This is an optimization exercise on Yosys and OpenROAD, whose aim is small area and a short achievable clock period, not a production implementation.
The RTL was checked by simulation tests, not by an equivalence proof against the original design.
Power figures rest on the tool's default switching activity, not on a simulated workload.

==> flow/design.v <==
`timescale 1ns / 1ps
module WbBit(ls, bk, ss, sv, ns, nv, y);
	input [3:0] ls;       
	input [3:0] bk;       
	input ss;             
	input sv;
	input ns;             
	input nv;
	output y;
	wire t0, t1;
	AOI222 u0 (.a1(ls[0]), .a2(bk[0]), .b1(ls[1]), .b2(bk[1]), .c1(ls[2]), .c2(bk[2]), .y(t0));
	AOI222 u1 (.a1(ls[3]), .a2(bk[3]), .b1(ss), .b2(sv), .c1(ns), .c2(nv), .y(t1));
	assign y = ~(t0 & t1);
endmodule
`timescale 1ns / 1ps
module AOI222(a1, a2, b1, b2, c1, c2, y);
	input a1, a2, b1, b2, c1, c2;
	output y;
	assign y = ~((a1 & a2) | (b1 & b2) | (c1 & c2));
endmodule
module AOI22(a1, a2, b1, b2, y);
	input a1, a2, b1, b2;
	output y;
	assign y = ~((a1 & a2) | (b1 & b2));
endmodule
module RegRead(sel, bsel, d, bd, out);
	input [31:1] sel;
	input bsel;
	input [32*32-1:32] d;      
	input [31:0] bd;
	output [31:0] out;
	genvar i, g;
	generate
		for (i = 0; i < 32; i = i + 1) begin : g_bit
			wire [10:0] t;
			for (g = 0; g < 10; g = g + 1) begin : g_aoi
				AOI222 u (.a1(sel[3*g+1]), .a2(d[32*(3*g+1)+i]),
				          .b1(sel[3*g+2]), .b2(d[32*(3*g+2)+i]),
				          .c1(sel[3*g+3]), .c2(d[32*(3*g+3)+i]), .y(t[g]));
			end
			AOI22 u31 (.a1(sel[31]), .a2(d[32*31+i]), .b1(bsel), .b2(bd[i]), .y(t[10]));
			assign out[i] = ~&t;
		end
	endgenerate
endmodule
module BypEq(x, y, v, e);
	input [4:0] x, y;
	input v;
	output e;
	assign e = v & (x == y) & (x != 5'd0);
endmodule
`timescale 1ns / 1ps
module BankRead(sel, d, out);
	input [15:0] sel;
	input [127:0] d;           
	output [7:0] out;
	genvar i, g;
	generate
		for (i = 0; i < 8; i = i + 1) begin : g_bit
			wire [5:0] t;
			for (g = 0; g < 5; g = g + 1) begin : g_aoi
				AOI222 u (.a1(sel[3*g]), .a2(d[8*(3*g)+i]),
				          .b1(sel[3*g+1]), .b2(d[8*(3*g+1)+i]),
				          .c1(sel[3*g+2]), .c2(d[8*(3*g+2)+i]), .y(t[g]));
			end
			assign t[5] = ~(sel[15] & d[8*15+i]);
			assign out[i] = ~&t;
		end
	endgenerate
endmodule
`timescale 1ns / 1ps
module MAIN2(rst, CLK, imem_addr, imem_data, wb_valid, wb_rd, wb_data, SALIDA);
	input rst;
	input CLK;
	output [11:0] imem_addr;
	input [31:0] imem_data;
	output reg wb_valid;
	output reg [4:0] wb_rd;
	output [31:0] wb_data;
	output reg [31:0] SALIDA;
	wire [31:0] ins = imem_data;
	wire [6:0] op  = ins[6:0];
	wire [4:0] rd  = ins[11:7];
	wire [2:0] f3  = ins[14:12];
	wire [4:0] rs1 = ins[19:15];
	wire [4:0] rs2 = ins[24:20];
	wire [6:0] f7  = ins[31:25];
	wire is_r    = (op == 7'b0110011);
	wire is_i    = (op == 7'b0010011);
	wire is_ld   = (op == 7'b0000011);
	wire is_st   = (op == 7'b0100011);
	wire is_br   = (op == 7'b1100011);
	wire is_jalr = (op == 7'b1100111);
	wire is_jal  = (op == 7'b1101111);
	wire is_lui  = (op == 7'b0110111);
	wire f7_0  = (f7 == 7'b0000000);
	wire f7_20 = (f7 == 7'b0100000);
	wire r_ok   = is_r & (f7_0 | f7_20);
	wire i_add  = is_i & (f3 == 3'b000);
	wire i_xor  = is_i & (f3 == 3'b100);
	wire i_and  = is_i & (f3 == 3'b111);
	wire i_sll  = is_i & (f3 == 3'b001);
	wire i_sr   = is_i & (f3 == 3'b101) & (f7_0 | f7_20);
	wire ld_bu  = is_ld & (f3 == 3'b100);
	wire ld_w   = is_ld & (f3 == 3'b010);
	wire st_w   = is_st & (f3 == 3'b010);
	wire st_b   = is_st & (f3 == 3'b000);
	wire wen = r_ok | i_add | i_xor | i_and | i_sll | i_sr | ld_bu | ld_w |
	           is_jal | is_jalr | is_lui;
	reg [32*32-1:32] rf;       
	genvar r;
	generate
		for (r = 1; r < 32; r = r + 1) begin : g_rf
			always @(posedge CLK)
				if (wb_valid && wb_rd == r) rf[32*r +: 32] <= wb_data;
		end
	endgenerate
	wire [31:1] pend, sel1, sel2;
	wire [3:0] lo1, lo2;
	wire [7:0] hi1, hi2;
	genvar q;
	generate
		for (q = 0; q < 4; q = q + 1) begin : g_lo
			assign lo1[q] = (rs1[1:0] == q);
			assign lo2[q] = (rs2[1:0] == q);
		end
		for (q = 0; q < 8; q = q + 1) begin : g_hi
			assign hi1[q] = (rs1[4:2] == q);
			assign hi2[q] = (rs2[4:2] == q);
		end
		for (r = 1; r < 32; r = r + 1) begin : g_sel
			assign pend[r] = wb_valid & (wb_rd == r);
			assign sel1[r] = lo1[r % 4] & hi1[r / 4] & ~pend[r];
			assign sel2[r] = lo2[r % 4] & hi2[r / 4] & ~pend[r];
		end
	endgenerate
	wire byp1, byp2;
	BypEq be1 (.x(rs1), .y(wb_rd), .v(wb_valid), .e(byp1));
	BypEq be2 (.x(rs2), .y(wb_rd), .v(wb_valid), .e(byp2));
	wire [31:0] a, b;
	RegRead rp1 (.sel(sel1), .bsel(byp1), .d(rf), .bd(wb_data), .out(a));
	RegRead rp2 (.sel(sel2), .bsel(byp2), .d(rf), .bd(wb_data), .out(b));
	wire [31:0] imm_i = {{20{ins[31]}}, ins[31:20]};
	wire [31:0] imm_s = {{20{ins[31]}}, ins[31:25], ins[11:7]};
	wire sub = is_r & f7_20;
	wire [31:0] opb = is_r ? (sub ? ~b : b) : imm_i;
	wire [31:0] sum = a + opb + {31'd0, sub};      
	wire [31:0] xo  = a ^ imm_i;
	wire [31:0] an  = a & imm_i;
	wire [4:0] sh = ins[24:20];
	wire [31:0] arev, srev;
	generate
		for (q = 0; q < 32; q = q + 1) begin : g_rev
			assign arev[q] = a[31-q];
			assign srev[q] = shr[31-q];
		end
	endgenerate
	wire left = ~f3[2];
	wire [31:0] shin = left ? arev : a;
	wire [31:0] shr = $signed({~left & f7[5] & a[31], shin}) >>> sh;
	wire [31:0] shv = left ? srev : shr;
	reg [511:0] mem;           
	wire [5:0] m = is_st ? {ins[25], ins[11:7]} : ins[25:20];
	wire [2:0] s2 = a[1:0] + m[1:0];
	wire [1:0] o = s2[1:0];
	wire [63:0] msel;          
	reg [63:0] msel_q;         
	wire [31:0] bo;            
	wire [31:0] wr;
	wire [63:0] b2 = {b, b};
	assign wr = b2[(6'd32 - {o, 3'b000}) +: 32];    
	wire gpio_hit;
	genvar j, k;
	generate
		for (j = 0; j < 4; j = j + 1) begin : g_bank
			wire [5:0] mj = m + 6'd3 - j;
			wire [5:2] x = a[5:2] ^ mj[5:2];
			wire [5:2] g = a[5:2] & mj[5:2];
			wire [5:2] p = a[5:2] | mj[5:2];
			wire c = (a[1] & mj[1]) | ((a[1] | mj[1]) & a[0] & mj[0]);
			for (k = 0; k < 16; k = k + 1) begin : g_row
				localparam [3:0] K = k;
				assign msel[16*j+k] = ((x[2] ^ K[0]) == c) &
				                      ((x[3] ^ K[1]) == (K[0] ? g[2] : p[2])) &
				                      ((x[4] ^ K[2]) == (K[1] ? g[3] : p[3])) &
				                      ((x[5] ^ K[3]) == (K[2] ? g[4] : p[4]));
			end
			wire bwe = ~rst & (st_w | (st_b & (o == j)));
			for (k = 0; k < 16; k = k + 1) begin : g_wr
				wire we = bwe & msel[16*j+k] & ((k != (16 - j) / 4) | ~gpio_hit);
				always @(posedge CLK)
					if (we) mem[8*(4*k+j) +: 8] <= wr[8*j +: 8];
			end
			wire [127:0] bank;
			for (k = 0; k < 16; k = k + 1) begin : g_bk
				assign bank[8*k +: 8] = mem[8*(4*k+j) +: 8];
			end
			BankRead br (.sel(msel_q[16*j +: 16]), .d(bank), .out(bo[8*j +: 8]));
		end
	endgenerate
	wire [15:0] lsel;          
	genvar i, t;
	generate
		for (i = 0; i < 4; i = i + 1) begin : g_lane
			for (t = 0; t < 4; t = t + 1) begin : g_ls
				assign lsel[4*i+t] = is_ld & (o == ((t - i) & 3)) & ((i == 0) | ~ld_bu);
			end
		end
	endgenerate
	localparam [31:0] GPIO_ADDR = 32'h0000ABCD;
	wire [31:0] need_c = a ^ imm_s ^ GPIO_ADDR;
	wire [31:0] gen_c  = {(GPIO_ADDR[30:0] & a[30:0] & imm_s[30:0]) |
	                      (~GPIO_ADDR[30:0] & (a[30:0] | imm_s[30:0])), 1'b0};
	assign gpio_hit = (need_c == gen_c);
	always @(posedge CLK) begin
		if (rst) SALIDA <= 32'd0;
		else if ((st_w | st_b) & gpio_hit) SALIDA <= b;
	end
	reg [11:0] pc;
	assign imem_addr = pc;
	wire [11:0] pc4 = pc + 12'd4;
	wire taken = is_jal | (is_br & (a != b));
	wire [9:0] joff = is_jal ? {ins[20], ins[30:22]} : {ins[7], ins[30:25], ins[11:9]};
	wire [11:0] target = pc + {joff, 2'b00};
	wire [11:0] npc = is_jalr ? {sum[11:2], 2'b00} : taken ? target : pc4;
	always @(posedge CLK) begin
		if (rst) pc <= 12'd0;
		else pc <= npc;
	end
	reg [31:0] other;          
	always @* begin
		other = 32'd0;
		if (is_lui) other = {ins[31:12], 12'd0};
		else if (is_jal | is_jalr) other = {20'd0, pc4};
		else if (i_xor) other = xo;
		else if (i_and) other = an;
		else if (i_sll | i_sr) other = shv;
	end
	reg [31:0] sum_q, other_q;
	reg [15:0] lsel_q;
	reg ss_q, ns_q;
	always @(posedge CLK) begin
		msel_q <= msel;
		lsel_q <= lsel;
		ss_q <= r_ok | i_add;
		ns_q <= is_lui | is_jal | is_jalr | i_xor | i_and | i_sll | i_sr;
		sum_q <= sum;
		other_q <= other;
	end
	generate
		for (i = 0; i < 32; i = i + 1) begin : g_wb
			WbBit u (.ls(lsel_q[4*(i / 8) +: 4]),
			         .bk({bo[24 + i % 8], bo[16 + i % 8], bo[8 + i % 8], bo[i % 8]}),
			         .ss(ss_q), .sv(sum_q[i]), .ns(ns_q), .nv(other_q[i]), .y(wb_data[i]));
		end
	endgenerate
	always @(posedge CLK) begin
		if (rst) wb_valid <= 1'b0;
		else wb_valid <= wen & (rd != 5'd0);
		wb_rd <= rd;
	end
endmodule
export LEC_CHECK = 0
export CAP_MARGIN = 20
export CORE_MARGIN = 2
export CORE_UTILIZATION = 55
export CTS_CLUSTER_DIAMETER = 80
export CTS_CLUSTER_SIZE = 25
export SETUP_SLACK_MARGIN = 5
export SLEW_MARGIN = 20
export SYNTH_HIERARCHICAL = 1
export SYNTH_MINIMUM_KEEP_SIZE = 0
create_clock -name core_clock -period 14.0 [get_ports {CLK}]
standard.sh (not shown) runs the stock make flow with config.mk's settings and CLKGATE_MAP_FILE= SYNTH_SCRIPT=/design/flow/synth_recipe.tcl, a recipe that flattens the netlist after the stock synthesis.
==> flow/flow/run.sh <==
#!/bin/bash
set -euo pipefail
bash standard.sh MATCH_CELL_FOOTPRINT=0 SETUP_SLACK_MARGIN=7.5 finish > standard.log 2>&1
Edit:
--- a/flow/design.v
+++ b/flow/design.v
@@ -170,6 +170,13 @@
 	wire [63:0] b2 = {b, b};
 	assign wr = b2[(6'd32 - {o, 3'b000}) +: 32];    
 	wire gpio_hit;
+	wire [3:0] sbe;            
+	reg [3:0] sbe_q;
+	reg [31:0] wr_q;
+	always @(posedge CLK) begin
+		sbe_q <= sbe;
+		wr_q <= wr;
+	end
 	genvar j, k;
 	generate
 		for (j = 0; j < 4; j = j + 1) begin : g_bank
@@ -185,11 +192,10 @@
 				                      ((x[4] ^ K[2]) == (K[1] ? g[3] : p[3])) &
 				                      ((x[5] ^ K[3]) == (K[2] ? g[4] : p[4]));
 			end
-			wire bwe = ~rst & (st_w | (st_b & (o == j)));
+			assign sbe[j] = ~rst & ~gpio_hit & (st_w | (st_b & (o == j)));
 			for (k = 0; k < 16; k = k + 1) begin : g_wr
-				wire we = bwe & msel[16*j+k] & ((k != (16 - j) / 4) | ~gpio_hit);
 				always @(posedge CLK)
-					if (we) mem[8*(4*k+j) +: 8] <= wr[8*j +: 8];
+					if (sbe_q[j] && msel_q[16*j+k]) mem[8*(4*k+j) +: 8] <= wr_q[8*j +: 8];
 			end
 			wire [127:0] bank;
 			for (k = 0; k < 16; k = k + 1) begin : g_bk
Clock skew is about the same.
First-iteration DRC count shrinks by 3.6%.
Setup slack improved by 0.027 ns.
Combinational power shrinks by 30%.
Final area shrinks by 3.0%.
Cell count shrinks by 1.4%.
Power shrinks by 9.3%.
Fmax grows by 0.37%.
Die area grows by 0.66%.
Hold slack got worse by 0.081 ns.
Routed wire length shrinks by 2.4%.
Register-to-register slack improved by 0.32 ns.

## what the ideal ports hide
Ports are ideal in the flow. The routed layouts listed here were re-timed in OpenROAD.
Step 1 (the two cells are an assumption about what drives the block):
set clk [get_ports {CLK}]
set_driving_cell -lib_cell sky130_fd_sc_hd__clkbuf_16 $clk
set_driving_cell -lib_cell sky130_fd_sc_hd__buf_2 [delete_from_list [all_inputs] $clk]
Step 2 moves the port delays by t, midway between the first and last clock arrival at a register: inputs arrive t later, outputs are due t later. That takes back most of the time a late clock gives input paths.
Three values: ideal, step 1, step 2; two values: the first two.
| run | t, ns | setup WS [ns] | worst setup path at the end | slew at the worst register clock pin (ns) | worst data-port slew with drivers (ns) |
|---|---|---|---|---|---|
| the first run | 0.830 | 6.781 / 6.726 / 5.896 | input to register | 0.11 / 0.11 | 0.32 |
| the second run | 0.831 | 6.807 / 6.639 / 5.808 | input to register | 0.11 / 0.11 | 0.42 |
After both steps setup and hold are still met in every run listed. For the second run, which loses most, drivers alone change the setup slack by -0.168 ns; drivers and shift together by -0.999 ns.
